Context: an optimization exercise on an open-source flow, tuned for small area. The choices shown serve that exercise and are no tape-out recipe. At most, simulation tests tie the RTL to the original design; equivalence was not proved. Function not checked in run 1: the RTL went through the layout flow alone. Power is estimated from default activity; no workload was simulated.

File: design/flow/design.v
`timescale 1ns / 1ps
module clk_divider(
	input clk_in,
	input rst_n,
	output tick
    );
reg [5:0] q;
assign tick = (q[5:1] == 5'b01101);
wire fb = ~(q[5] ^ q[4]);
always @(posedge clk_in or negedge rst_n)
begin
	if (!rst_n)
		q <= 6'd57;
	else
		q <= {q[4], q[3] ^ tick, q[2:0], fb};
end
endmodule
`timescale 1ns / 1ps
module debouncer(
	input 		clk,
	input 		en,
	input 		rst_n,
	input 		noisy_in,
	output 		rise
    );
reg s0, s1, s2;
assign rise = s1 & ~s2;
always @(posedge clk or negedge rst_n)
begin
	if (!rst_n) begin
		s0 <= 1'b0;
		s1 <= 1'b0;
		s2 <= 1'b0;
	end
	else if (en) begin
		s0 <= noisy_in;
		s1 <= s0;
		s2 <= s1;
	end
end
endmodule
`timescale 1ns / 1ps
module elevator(
	input clk, rst,
	input tick,
	input [4:0] rise,         
	input direction_1, direction_2, direction_3,
	input [4:0] fd,           
	output reg [4:0] Lig_All,
	output reg [4:0] Elev_Put,
	output reg led_busy,
	output [4:0] disp         
);
reg [2:0] hall;
always @(posedge clk or negedge rst)
begin
	if (!rst)
		hall <= 3'd7;
	else if (tick)
		hall <= rise[0] ? 3'd0 : rise[1] ? 3'd1 : rise[2] ? 3'd2 :
		        rise[3] ? 3'd3 : rise[4] ? 3'd4 : 3'd7;
end
reg [7:0] Say;            
reg [2:0] pressed;        
reg way_want;
reg [2:0] inner;          
reg [4:0] Layer;
reg PosLoc, Current_way;
reg [2:0] regression;
reg [2:0] FinishPart;     
reg [1:0] DirMe;          
wire step = tick & (&Say);
wire step_d = tick & (Say == 8'd6);    
wire [4:0] car = fd & ~Layer;
wire pv = (pressed != 3'd7) && (pressed != regression);
wire iv = (inner != 3'd7) && (inner != regression);
wire [1:0] dir_stop = (regression == 3'd4) ? 2'd3 : regression[1:0];
wire in_r0 = (regression == 3'd0);
wire arrive = !PosLoc && FinishPart == regression;
wire dstop = !PosLoc && DirMe == dir_stop;
wire p_mid = Current_way ? (pressed < regression && pressed > FinishPart && way_want)
                         : (pressed > regression && pressed < FinishPart && !way_want);
wire i_mid = Current_way ? (inner < regression && inner > FinishPart)
                         : (inner > regression && inner < FinishPart);
assign disp = {PosLoc, Current_way, regression};
always @(posedge clk)
begin
	if (!rst) begin
		led_busy <= 1'b0;
		Lig_All <= 5'd0;
		Elev_Put <= 5'd0;
		inner <= 3'd7;
		PosLoc <= 1'b1;
		regression <= 3'd0;
		Say <= 8'd6;
		pressed <= 3'd7;
		Layer <= 5'd0;
	end
	else if (tick) begin
		Layer <= fd;
		Say <= step ? 8'd6 : Say + 8'd1;
		if (hall != 3'd7 && !step) begin
			pressed <= hall;
			way_want <= hall[1] ? (hall[0] ? direction_3 : direction_2) : direction_1;
		end
		else if (step_d)
			pressed <= 3'd7;
		if (car[0] && !step)      inner <= 3'd0;
		else if (car[1] && !step) inner <= 3'd1;
		else if (car[2] && !step) inner <= 3'd2;
		else if (car[3] && !step) inner <= 3'd3;
		else if (car[4] && !step) inner <= 3'd4;
		else if (step_d)          inner <= 3'd7;
		if (step) begin
			if (in_r0) begin
				if (pv)
					Elev_Put[pressed] <= 1'b1;
				else if (iv)
					Lig_All[inner] <= 1'b1;
				else begin
					Elev_Put[0] <= 1'b0;
					Lig_All[0] <= 1'b0;
					led_busy <= ~PosLoc;
				end
			end
			else if (arrive || dstop) begin
				led_busy <= 1'b1;
				Elev_Put[regression] <= 1'b0;
				Lig_All[regression] <= 1'b0;
			end
			else begin
				led_busy <= 1'b0;
				if (pv) begin
					if (PosLoc || p_mid)
						Elev_Put[pressed] <= 1'b1;
				end
				else if (iv) begin
					if (PosLoc || i_mid)
						Lig_All[inner] <= 1'b1;
				end
			end
		end
		if (step_d) begin
			if (in_r0) begin
				if (pv || iv) begin
					regression <= 3'd1;
					Current_way <= 1'b0;
					PosLoc <= 1'b0;
					FinishPart <= pv ? pressed : inner;
					DirMe <= 2'd0;
				end
				else
					PosLoc <= 1'b1;
			end
			else if (arrive)
				PosLoc <= 1'b1;
			else if (dstop)
				DirMe <= 2'd0;
			else begin
				if (!PosLoc)
					regression <= (Current_way || regression == 3'd4) ? regression - 3'd1 : regression + 3'd1;
				if (pv) begin
					if (PosLoc) begin
						FinishPart <= pressed;
						PosLoc <= 1'b0;
						DirMe <= 2'd0;
						Current_way <= !(pressed > regression);
					end
					else if (p_mid)
						DirMe <= pressed[1:0];
				end
				else if (iv) begin
					if (PosLoc) begin
						FinishPart <= inner;
						PosLoc <= 1'b0;
						DirMe <= 2'd0;
						Current_way <= !(inner > regression);
					end
					else if (i_mid)
						DirMe <= inner[1:0];
				end
			end
		end
	end
end
endmodule
`timescale 1ns / 1ps
module ssd(
	input clk,
	input rst,                  
	input [4:0] disp,           
	output reg a_out, b_out, c_out, d_out, e_out, f_out, g_out,
	output p_out,
	output [7:0] an
);
reg [16:0] cnt;
reg on;                         
reg [2:0] dig;                  
localparam [16:0] TERM = 17'd85105;
localparam [16:0] TMASK = ~17'h04004;
wire adv = ((cnt ^ TERM) & TMASK) == 17'd0;
wire fb = ~(cnt[16] ^ cnt[13]);
wire on_n = rst & (on | adv);
wire [2:0] dig_n = !rst ? 3'd0 : (adv & on) ? dig + 3'd1 : dig;
always @(posedge clk)
begin
	if (!rst)
		cnt <= 17'd117873;
	else
		cnt <= {cnt[15] ^ adv, cnt[14:0], fb};
	on <= on_n;
	dig <= dig_n;
end
assign an = on ? ~(8'd1 << dig) : 8'hFF;
assign p_out = 1'b1;
reg [6:0] seg;
always @(*)
begin
	case (dig_n)
	3'd0: case (disp[2:0])
		3'd0: seg = 7'b0000001;
		3'd1: seg = 7'b1001111;
		3'd2: seg = 7'b0010010;
		3'd3: seg = 7'b0000110;
		default: seg = 7'b1101100;
		endcase
	3'd1: seg = 7'b1111110;
	3'd2: seg = 7'b1110001;
	3'd3: seg = 7'b0111000;
	3'd4: seg = disp[4] ? 7'b1000010 : disp[3] ? 7'b0000001 : 7'b0011000;
	3'd5: seg = disp[4] ? 7'b1001111 : disp[3] ? 7'b1000010 : 7'b1000001;
	default: seg = 7'b1111110;
	endcase
end
always @(posedge clk)
begin
	if (!on_n)
		{a_out, b_out, c_out, d_out, e_out, f_out, g_out} <= 7'b1111111;
	else
		{a_out, b_out, c_out, d_out, e_out, f_out, g_out} <= seg;
end
endmodule
`timescale 1ns / 1ps
module top_module(
    input clk,
    rst,
    floor_0_p,
    floor_1_p,
    floor_2_p,
    floor_3_p,
    floor_4_p,
    direction_1,
    direction_2,
    direction_3,
    floor_0_d,
    floor_1_d,
    floor_2_d,
    floor_3_d,
    floor_4_d,
    output led_inside_0,
    led_inside_1,
    led_inside_2,
    led_inside_3,
    led_inside_4,
    led_outside_0,
    led_outside_1,
    led_outside_2,
    led_outside_3,
    led_outside_4,
    led_busy,
    a_out,b_out,c_out,d_out,e_out,f_out,g_out,p_out,
    output [7:0]an
);
    wire tick;
    wire [4:0] rise;
    wire [4:0] disp;
    clk_divider divider(.clk_in(clk), .rst_n(rst), .tick(tick));
    debouncer pb0(.clk(clk), .en(tick), .rst_n(rst), .noisy_in(floor_0_p), .rise(rise[0]));
    debouncer pb1(.clk(clk), .en(tick), .rst_n(rst), .noisy_in(floor_1_p), .rise(rise[1]));
    debouncer pb2(.clk(clk), .en(tick), .rst_n(rst), .noisy_in(floor_2_p), .rise(rise[2]));
    debouncer pb3(.clk(clk), .en(tick), .rst_n(rst), .noisy_in(floor_3_p), .rise(rise[3]));
    debouncer pb4(.clk(clk), .en(tick), .rst_n(rst), .noisy_in(floor_4_p), .rise(rise[4]));
    elevator elev(
        .clk(clk), .rst(rst), .tick(tick), .rise(rise),
        .direction_1(direction_1), .direction_2(direction_2), .direction_3(direction_3),
        .fd({floor_4_d, floor_3_d, floor_2_d, floor_1_d, floor_0_d}),
        .Lig_All({led_inside_4, led_inside_3, led_inside_2, led_inside_1, led_inside_0}),
        .Elev_Put({led_outside_4, led_outside_3, led_outside_2, led_outside_1, led_outside_0}),
        .led_busy(led_busy),
        .disp(disp));
    ssd seven_segment_display(
        .clk(clk), .rst(rst), .disp(disp),
        .a_out(a_out), .b_out(b_out), .c_out(c_out), .d_out(d_out),
        .e_out(e_out), .f_out(f_out), .g_out(g_out), .p_out(p_out),
        .an(an));
endmodule
File: design/flow/run.sh
#!/bin/bash
# synth_recipe.tcl (not shown) runs the flow's synth.tcl, then flattens the netlist and writes it again
# the make line also repeats each setting of config.mk as NAME=value (left out here)
make -C /OpenROAD-flow-scripts/flow DESIGN_CONFIG=/design/flow/config.mk WORK_HOME=/design/flow/orfs CLKGATE_MAP_FILE= SYNTH_SCRIPT=/design/flow/synth_recipe.tcl finish
File: design/flow/config.mk
export PLATFORM = sky130hd
export DESIGN_NAME = top_module
export DESIGN_NICKNAME = top_module
export VERILOG_FILES = /design/flow/design.v
export SDC_FILE = /design/flow/constraint.sdc
export NUM_CORES = 4
export LEC_CHECK = 0
export CAP_MARGIN = 20
export CORE_MARGIN = 2
export CORE_UTILIZATION = 40
export PLACE_DENSITY = 0.6
export SLEW_MARGIN = 20
File: design/flow/constraint.sdc
create_clock -name core_clock -period 10.0 [get_ports {clk}]
set_input_delay 2.0000 -clock core_clock [delete_from_list [all_inputs] [get_ports {clk}]]
set_output_delay 2.0000 -clock core_clock [all_outputs]
set_load 0.01 [all_outputs]
==> results.py, run 1 <==
metrics = {
    "outcome": {
        "status": "finished clean",
    },
    "grt": {
        "antenna_found_initial": 0,
        "grt_max_degree": 67,
        "track_usage_pct": 18.84,
        "grt_pass1_wl_um": 20090,
        "grt_pass1_vias": 4040,
        "grt-ovfl-total": 0,
    },
    "critical_path": {
        "cp.required_ns": 8.00,
        "path_cells": "clkinv_1 -> ha_1 -> nand3_1 -> clkdlybuf4s50_1",
        "crit_buf_inv": 2,
        "crit_fanout": 12,
        "critPathKind": "reg2out",
        "slowest_delay_ns": 0.56,
        "cp-end-kind": "output port",
        "arrival_ns": 2.19,
        "cp-start-kind": "flop",
        "path_delay_family": "buffers and inverters",
        "critPathSlowestCell": "dfxtp_1",
    },
    "synth": {
        "synth_top_flop_cell": "dfxtp_1",
        "ys_seq_elements": 93,
        "synth_cells": 587,
        "synth_top_area_share_pct": 24.42,
        "syn_nets": 640,
        "ys_seq_area_share_pct": 40.54,
        "synth_area_leader_cell": "dfxtp_1",
        "ys_top_cells_by_area": "dfxtp_1 24%, ha_1 9.4%, dfrtp_1 8.4%, nand2_1 7.7%, edfxtp_1 4.1%",
        "synth-async-reset-ratio_pct": 25.81,
        "ys_warn_count": 4,
        "ys_types": 74,
        "synth_area_mm2": 0.005084,
        "synth_edf_count": 7,
        "avgSynthCellArea_um2": 8.660,
    },
    "final_layout": {
        "nets": 665,
        "antenna_cells": 0,
        "layout_common_cells": "104 x nand2_1, 62 x dfxtp_1, 39 x clkdlybuf4s50_1",
        "layout_commonest_cell": "nand2_1",
        "final_util_pct": 47.21,
        "area_growth_pct": 16.24,
        "drive_above_1_share_pct": 6.807,
    },
    "pwr": {
        "peakVddDrop_mv": 0.07733,
        "p_sw_share_pct": 24.05,
        "p_seq_share_pct": 51.3,
        "p_sw_uw": 180.0,
        "power_density_mw_per_mm2": 126.7,
        "power_frac_clock_pct": 45.8,
        "combinationalPowerShare_pct": 2.9,
        "power.leakage_nw": 2.395,
        "intPower_uw": 568.4,
    },
    "sta": {
        "hold_viol_final": 0,
        "fin_tns_setup_ns": 0,
        "min_period_over_period_pct": 41.88,
        "drv_slew": 0,
        "setup_violations": 0,
        "max_freq_ghz": 0.2388,
        "tightest_slew_ns": 0.8747,
        "fin_crit_ns": 4.188,
        "setup_slack_ns": 5.812,
        "relSlewSlack_pct": 41.69,
        "fin_skew_ns": 0.008908,
        "rsz0062_at_grt": "no",
    },
    "detailed_routing": {
        "drt_iter0_drc": 350,
        "wl_um": 11950,
        "drc": 0,
        "detail_route.first_pass.iterations": 5,
        "viasPerCell": 5.470,
        "final_antenna_net_count": 0,
        "wl_per_cell_um": 15.15,
        "via_count": 4316,
    },
    "die": {
        "io_pins": 42,
        "dieArea_mm2": 0.01363,
        "fp.dieW_um": 116.7,
        "die_y_um": 116.7,
        "floorplan.initialDensity_pct": 40.61,
        "rows": 41,
        "core_area_mm2": 0.01252,
    },
    "placement": {
        "portBuffers": 40,
        "gp_congestion": 0.8471,
        "dpl.hpwl_um": 8699,
        "pre_cts_ws_ns": 6.021,
    },
    "clock_tree": {
        "cts_made_buffers": 9,
        "post_cts_buffers": 0,
        "cts.sinks": 93,
        "cts_resized": 0,
        "clk_latency_ns": 0.35,
        "cts.path.max_buffers": 2,
        "cts.htree.levels": 3,
        "cts_root_buf": "clkbuf_16",
        "cts_tree": "done",
        "cts_hold_buf": 0,
        "cts.reportedPaths.clkPinSlew_ns": 0.07,
    },
    "hold_path": {
        "hp-class": "reg2reg",
    },
    "run": {
        "cap_violations": 0,
    },
}
## path summary, 6_finish.rpt
kind	to	depth (start not counted)	slack [ns]	startpoint
min in group asynchronous	pb1.s2	1	1.54	rst
hold / removal	divider.q[2]	0	0.38	divider.q[1]
max in group asynchronous	pb3.s2	2	7.49	rst
hold reg to reg	divider.q[2]	0	0.38	divider.q[1]
setup reg to reg	elev.Elev_Put[1]	10	6.54	elev.regression[0]
setup / recovery	an[4]	4	5.81	seven_segment_display.dig[0]
## final cells by class
class,instances,area (um^2)
Timing Repair Buffer,44,425.4
Multi-Input combinational cell,445,2833
Tap cell,172,215.2
Sequential cell,93,2061
Inverter,19,71.32
Fill cell,1252,6608
Clock buffer,9,225.2
Clock inverter,7,78.83
## cells in the mapped netlist, types with 3 or more instances
| cell | count |
|---|---|
| nand2_1 | 104 |
| dfxtp_1 | 62 |
| ha_1 | 38 |
| nor2_1 | 36 |
| clkbuf_1 | 26 |
| a21oi_1 | 23 |
| nand3_1 | 23 |
| o21ai_0 | 21 |
| inv_1 | 18 |
| dfrtp_1 | 17 |
| nand2b_1 | 17 |
| and2_1 | 12 |
| nor3_1 | 12 |
| nand4_1 | 10 |
| xor2_1 | 10 |
| and3_1 | 9 |
| nor2b_1 | 8 |
| a21o_1 | 7 |
| dfstp_2 | 7 |
| edfxtp_1 | 7 |
| nand4b_1 | 7 |
| nor4_1 | 7 |
| o22ai_1 | 6 |
| o211ai_1 | 5 |
| o31ai_1 | 5 |
| a31oi_1 | 4 |
| mux2_2 | 4 |
| nand3b_1 | 4 |
| nor3b_1 | 4 |
| o21a_1 | 4 |
| or3_1 | 4 |
| xnor2_1 | 4 |
| a211oi_1 | 3 |
| mux2i_1 | 3 |
| o2bb2ai_1 | 3 |
| or2_2 | 3 |
## metrics by stage
step | instances | hold WS, ns | area [um^2] | power, mW
floorplan | 587 | 0.3475 | 5084 | 0.4031
finish | 789 | 0.3831 | 5909 | 0.7485
global placement | 773 | 0.3714 | 5605 | 0.4139
global route | 789 | 0.4046 | 5909 | 0.7767
detailed placement | 773 | 0.3721 | 5605 | 0.4144
CTS | 789 | 0.3876 | 5909 | 0.7598
## logic make-up (layout without fill, tap and decap cells)
kind of cell | count (synthesis) | in the layout | share of synthesized area (%)
adder cells (fa/ha/maj) | 38 | 38 | 9.353
buffers and inverters | 49 | 79 | 3.790
other | 1 | 1 | 0.07377
AND/OR/NAND/NOR | 275 | 275 | 27.54
flip-flops | 93 | 93 | 40.54
multiplexers | 8 | 8 | 1.698
AO/OA/AOI/OAI | 109 | 109 | 14.60
XOR/XNOR | 14 | 14 | 2.412
## power by group through the flow
stage	registers [mW]	clock network (mW)	logic [mW]
after floorplan	0.391	0	0.0121
after global placement	0.392	0	0.0221
after detailed placement	0.392	0	0.0224
after CTS	0.384	0.354	0.0225
after global routing	0.384	0.368	0.0246
final	0.384	0.343	0.0221
## sequential cells by signal, indices dropped and copies added (netlist names), 3 cells and up
| signal | cells |
|---|---|
| elev.FinishPart | 3 |
| elev.Elev_Put | 5 |
| elev.Lig_All | 5 |
| elev.Layer | 5 |
| elev.Say | 8 |
| elev.pressed | 3 |
| elev.regression | 3 |
| seven_segment_display.dig | 3 |
| divider.q | 6 |
| seven_segment_display.cnt | 17 |
| elev.inner | 3 |
| elev.hall | 3 |
## metal layers
metal	up-vias	wire length (um)	part of all wire [%]	global-route usage, %
li1	2121	-	-	-
met1	2060	5541	46	25.02
met2	116	5599	47	30.52
met3	19	570	4.8	2.906
met4	0	238	2.0	8.157
met5	-	0	0	0
==> run 2, diff against run 1 <==
--- a/design/flow/design.v
+++ b/design/flow/design.v
@@ -7,4 +7,3 @@
 reg [5:0] q;
-assign tick = (q[5:1] == 5'b01101);
-wire fb = ~(q[5] ^ q[4]);
+assign tick = &q;
 always @(posedge clk_in or negedge rst_n)
@@ -12,5 +11,7 @@
 	if (!rst_n)
-		q <= 6'd57;
+		q <= 6'd39;
+	else if (tick)
+		q <= 6'd14;
 	else
-		q <= {q[4], q[3] ^ tick, q[2:0], fb};
+		q <= q + 6'd1;
 end
@@ -51,3 +52,3 @@
 	output reg led_busy,
-	output [4:0] disp         
+	output reg [4:0] disp     
 );
@@ -72,3 +73,2 @@
 wire step = tick & (&Say);
-wire step_d = tick & (Say == 8'd6);    
 wire [4:0] car = fd & ~Layer;
@@ -77,10 +77,2 @@
 wire [1:0] dir_stop = (regression == 3'd4) ? 2'd3 : regression[1:0];
-wire in_r0 = (regression == 3'd0);
-wire arrive = !PosLoc && FinishPart == regression;
-wire dstop = !PosLoc && DirMe == dir_stop;
-wire p_mid = Current_way ? (pressed < regression && pressed > FinishPart && way_want)
-                         : (pressed > regression && pressed < FinishPart && !way_want);
-wire i_mid = Current_way ? (inner < regression && inner > FinishPart)
-                         : (inner > regression && inner < FinishPart);
-assign disp = {PosLoc, Current_way, regression};
 always @(posedge clk)
@@ -100,4 +92,5 @@
 		Layer <= fd;
+		disp <= {PosLoc, Current_way, regression};
 		Say <= step ? 8'd6 : Say + 8'd1;
-		if (hall != 3'd7 && !step) begin
+		if (hall != 3'd7) begin
 			pressed <= hall;
@@ -105,17 +98,29 @@
 		end
-		else if (step_d)
+		if (car[0])      inner <= 3'd0;
+		else if (car[1]) inner <= 3'd1;
+		else if (car[2]) inner <= 3'd2;
+		else if (car[3]) inner <= 3'd3;
+		else if (car[4]) inner <= 3'd4;
+		if (step) begin
 			pressed <= 3'd7;
-		if (car[0] && !step)      inner <= 3'd0;
-		else if (car[1] && !step) inner <= 3'd1;
-		else if (car[2] && !step) inner <= 3'd2;
-		else if (car[3] && !step) inner <= 3'd3;
-		else if (car[4] && !step) inner <= 3'd4;
-		else if (step_d)          inner <= 3'd7;
-		if (step) begin
-			if (in_r0) begin
-				if (pv)
+			inner <= 3'd7;
+			if (regression == 3'd0) begin
+				if (pv) begin
+					regression <= 3'd1;
+					Current_way <= 1'b0;
 					Elev_Put[pressed] <= 1'b1;
-				else if (iv)
+					PosLoc <= 1'b0;
+					FinishPart <= pressed;
+					DirMe <= 2'd0;
+				end
+				else if (iv) begin
+					regression <= 3'd1;
+					Current_way <= 1'b0;
 					Lig_All[inner] <= 1'b1;
+					PosLoc <= 1'b0;
+					FinishPart <= inner;
+					DirMe <= 2'd0;
+				end
 				else begin
+					PosLoc <= 1'b1;
 					Elev_Put[0] <= 1'b0;
@@ -125,4 +130,5 @@
 			end
-			else if (arrive || dstop) begin
+			else if (!PosLoc && FinishPart == regression) begin
 				led_busy <= 1'b1;
+				PosLoc <= 1'b1;
 				Elev_Put[regression] <= 1'b0;
@@ -130,31 +136,10 @@
 			end
+			else if (!PosLoc && DirMe == dir_stop) begin
+				led_busy <= 1'b1;
+				DirMe <= 2'd0;
+				Elev_Put[regression] <= 1'b0;
+				Lig_All[regression] <= 1'b0;
+			end
 			else begin
 				led_busy <= 1'b0;
-				if (pv) begin
-					if (PosLoc || p_mid)
-						Elev_Put[pressed] <= 1'b1;
-				end
-				else if (iv) begin
-					if (PosLoc || i_mid)
-						Lig_All[inner] <= 1'b1;
-				end
-			end
-		end
-		if (step_d) begin
-			if (in_r0) begin
-				if (pv || iv) begin
-					regression <= 3'd1;
-					Current_way <= 1'b0;
-					PosLoc <= 1'b0;
-					FinishPart <= pv ? pressed : inner;
-					DirMe <= 2'd0;
-				end
-				else
-					PosLoc <= 1'b1;
-			end
-			else if (arrive)
-				PosLoc <= 1'b1;
-			else if (dstop)
-				DirMe <= 2'd0;
-			else begin
 				if (!PosLoc)
@@ -163,2 +148,3 @@
 					if (PosLoc) begin
+						Elev_Put[pressed] <= 1'b1;
 						FinishPart <= pressed;
@@ -168,4 +154,7 @@
 					end
-					else if (p_mid)
+					else if (Current_way ? (pressed < regression && pressed > FinishPart && way_want)
+					                     : (pressed > regression && pressed < FinishPart && !way_want)) begin
 						DirMe <= pressed[1:0];
+						Elev_Put[pressed] <= 1'b1;
+					end
 				end
@@ -173,2 +162,3 @@
 					if (PosLoc) begin
+						Lig_All[inner] <= 1'b1;
 						FinishPart <= inner;
@@ -178,4 +168,7 @@
 					end
-					else if (i_mid)
+					else if (Current_way ? (inner < regression && inner > FinishPart)
+					                     : (inner > regression && inner < FinishPart)) begin
 						DirMe <= inner[1:0];
+						Lig_All[inner] <= 1'b1;
+					end
 				end
@@ -198,6 +191,3 @@
 reg [2:0] dig;                  
-localparam [16:0] TERM = 17'd85105;
-localparam [16:0] TMASK = ~17'h04004;
-wire adv = ((cnt ^ TERM) & TMASK) == 17'd0;
-wire fb = ~(cnt[16] ^ cnt[13]);
+wire adv = &cnt;
 wire on_n = rst & (on | adv);
@@ -207,5 +197,7 @@
 	if (!rst)
-		cnt <= 17'd117873;
+		cnt <= 17'd31070;
+	else if (adv)
+		cnt <= 17'd31071;
 	else
-		cnt <= {cnt[15] ^ adv, cnt[14:0], fb};
+		cnt <= cnt + 17'd1;
 	on <= on_n;
==> results.py, run 2 <==
metrics = {
    "sta": {
        "setup_violations": 0,
        "hold_viol_final": 0,
        "relSlewSlack_pct": 36.41,
        "whs_ns": 0.4583,
        "fin_crit_ns": 3.701,
        "rsz0062_at_grt": "no",
        "fin_skew_ns": 0.006999,
        "min_period_over_period_pct": 37.01,
        "drv_slew": 0,
        "tightest_slew_ns": 0.9538,
        "fin_tns_setup_ns": 0,
        "max_freq_ghz": 0.2702,
    },
    "clock_tree": {
        "cts_root_buf": "clkbuf_16",
        "cts.reportedPaths.clkPinSlew_ns": 0.07,
        "cts_resized": 0,
        "cts.sinks": 98,
        "cts_made_buffers": 9,
        "cts_tree": "done",
        "clk_latency_ns": 0.36,
        "cts.htree.levels": 3,
        "cts_hold_buf": 0,
        "cts.path.max_buffers": 2,
        "post_cts_buffers": 0,
    },
    "detailed_routing": {
        "viasPerCell": 5.163,
        "detail_route.first_pass.iterations": 5,
        "wl_um": 11230,
        "drc": 0,
        "final_antenna_net_count": 0,
        "wl_per_cell_um": 14.06,
        "drt_iter0_drc": 211,
        "via_count": 4125,
    },
    "final_layout": {
        "final-seq-area_mm2": 0.002211,
        "nets": 675,
        "drive_above_1_share_pct": 6.061,
        "layout_common_cells": "116 x nand2_1, 62 x dfxtp_1, 41 x nor2_1",
        "largest_reg_flops": 17,
        "multi_input_area_mm2": 0.002816,
        "nFillCells": 1261,
        "reg_top3": "seven_segment_display.cnt: 17 flops, elev.Say: 8 flops, divider.q: 6 flops",
        "final_cell_area_mm2": 0.006041,
        "area_growth_pct": 14.98,
        "layout_commonest_cell": "nand2_1",
        "antenna_cells": 0,
        "largest-register": "seven_segment_display.cnt",
    },
    "synth": {
        "syn_nets": 647,
        "synth-compound-area-share_pct": 14.31,
        "yosys.area_share.simple_pct": 23.74,
        "ys_seq_area_share_pct": 42.08,
        "ys_types": 69,
        "ys_top_cells_by_area": "dfxtp_1 24%, ha_1 8.8%, nand2_1 8.3%, dfrtp_1 8.1%, edfxtp_1 6.9%",
        "synth_cells": 594,
        "yosysMostFrequentCell": "nand2_1",
        "synthTopCellsByCount": "116 x nand2_1, 62 x dfxtp_1, 41 x nor2_1, 37 x ha_1, 26 x nand3_1",
        "synth_mux_area_share_pct": 0.9526,
        "synth_top_family_by_area": "simple AND/OR/NAND/NOR gates",
        "synth-async-reset-ratio_pct": 24.49,
        "synth_xor_area_share_pct": 5.335,
        "synth_area_leader_cell": "dfxtp_1",
        "ys_warn_count": 4,
        "ys_seq_elements": 98,
        "synth_area_mm2": 0.005254,
        "synthAdderAreaFrac_pct": 9.193,
        "synth_top_flop_cell": "dfxtp_1",
        "synth_top_area_share_pct": 23.62,
        "synth_edf_count": 12,
        "avgSynthCellArea_um2": 8.845,
    },
    "critical_path": {
        "cp-start-kind": "flop",
        "r2r-start": "elev.regression[0]",
        "r2r_setup_slack_ns": 6.69,
        "cp.required_ns": 8.00,
        "path_cells": "ha_1 -> ha_1 -> nand2_1 -> clkdlybuf4s50_1",
        "path_delay_family": "buffers and inverters",
        "r2r_cells": 7,
        "slowest_delay_ns": 0.53,
        "crit_path_start": "seven_segment_display.dig[1]",
        "critPathSlowestCell": "clkdlybuf4s50_1",
        "crit_fanout": 4,
        "crit_buf_inv": 1,
        "cp-end-kind": "output port",
        "critPathKind": "reg2out",
        "crit_path_frequent_cell": "ha_1",
        "worst_r2r_endpoint": "elev.DirMe[1]",
        "arrival_ns": 1.70,
        "cp.depth": 4,
    },
    "hold_path": {
        "hold_path.startpoint": "elev.Layer[0]",
        "hp-class": "reg2reg",
        "min_to": "elev.Layer[0]",
        "hold_depth": 2,
    },
    "pwr": {
        "power_density_mw_per_mm2": 131.7,
        "power.leakage_nw": 2.581,
        "peakVddDrop_mv": 0.09866,
        "total_power_uw": 795.7,
    },
    "run": {
        "cap_violations": 0,
    },
    "die": {
        "fp.dieW_um": 118.6,
        "core_area_mm2": 0.01272,
        "rows": 41,
        "die_y_um": 118.6,
        "io_pins": 42,
        "dieArea_mm2": 0.01407,
        "floorplan.initialDensity_pct": 41.30,
    },
    "grt": {
        "grt_pass1_vias": 3941,
        "grt_max_degree": 70,
        "antenna_found_initial": 0,
        "track_usage_pct": 16.73,
        "grt_pass1_wl_um": 18910,
        "grt-ovfl-total": 0,
    },
    "outcome": {
        "status": "finished clean",
    },
    "placement": {
        "dpl.hpwl_um": 8115,
        "portBuffers": 40,
        "gp_congestion": 0.8303,
        "placed_cell_area_mm2": 0.005739,
    },
}
[run 2: worst max-delay path by stage]
stage	to
detailed placement	elev.DirMe[1]
floorplan	elev.DirMe[0]
finish	an[3]
CTS	an[3]
global placement	seven_segment_display.a_out
global route	an[7]
[run 2: worst reg2reg max path, cell delays in order, from the launching register on]
cell and delay [ns]:
dfxtp_1 0.67, inv_1 0.21, ha_1 0.27, ha_1 0.26
or4_1 0.68, nand3_1 0.19, inv_1 0.05, a2111oi_0 0.62
[run 2: layout make-up]
cell class	instances	area share, %
sequential	98	36.60
timing repair buffer	42	6.794
multi-input combinational	448	46.62
inverter	23	1.429
tap	172	3.563
clock inverter	2	0.2693
clock buffer	14	4.722
[run 2: cell families (layout without fill, tap and decap cells)]
family          count (synthesis)  in the layout
other cells                     1              1
simple gates                  264            264
xor+xnor                       32             32
fa+ha+maj                      38             38
compound gates                108            108
buf+inv                        48             81
mux                             5              5
flops                          98             98
[run 2: through the flow]
stage	std cells	util [%]	setup slack [ns]
finish	799	47.48	6.299
floorplan	594	-	6.657
global route	799	47.48	6.199
CTS	799	47.48	6.268
global placement	783	45.11	6.167
detailed placement	783	45.11	6.072
[run 2: power by group]
group,switching [mW],internal [mW],leakage [nW]
registers,0.00427,0.403,0.888
clock network,0.153,0.199,0.150
logic,0.0206,0.0160,1.54
total,0.178,0.618,2.58
[run 2: per-layer routing]
metal,vias to the layer above,share of wire [%],GRT usage (%)
met2,85,46,26.80
met3,17,5.1,5.068
met5,-,0,0
met4,0,1.4,5.580
met1,1910,47,21.47
li1,2113,-,-

port drivers added, routing unchanged:
Ports are ideal in the flow. The routed layouts listed here were re-timed in OpenROAD. Step 1 (the two cells are an assumption about what drives the block):
set clk [get_ports {clk}]
set_driving_cell -lib_cell sky130_fd_sc_hd__clkbuf_16 $clk
set_driving_cell -lib_cell sky130_fd_sc_hd__buf_2 [delete_from_list [all_inputs] $clk]
Step 2 times the ports against the registers' clock, not the clock port: input delays grow and output delays shrink by t, the midpoint of the rising clock arrivals with the driver on. Three values: no drivers, after step 1, after step 2; two values: the first two.
run | t, ns | setup slack, ns | clock arrival spread, ns | worst register clock-pin slew, ns
run 1 | 0.387 | 5.812 / 5.773 / 6.035 | 0.009 / 0.009 | 0.07 / 0.07
run 2 | 0.394 | 6.299 / 6.260 / 6.120 | 0.007 / 0.008 | 0.07 / 0.07
After both steps setup and hold are still met in every run listed. For run 2, which loses most, drivers alone change the setup slack by -0.039 ns; drivers and shift together by -0.179 ns.
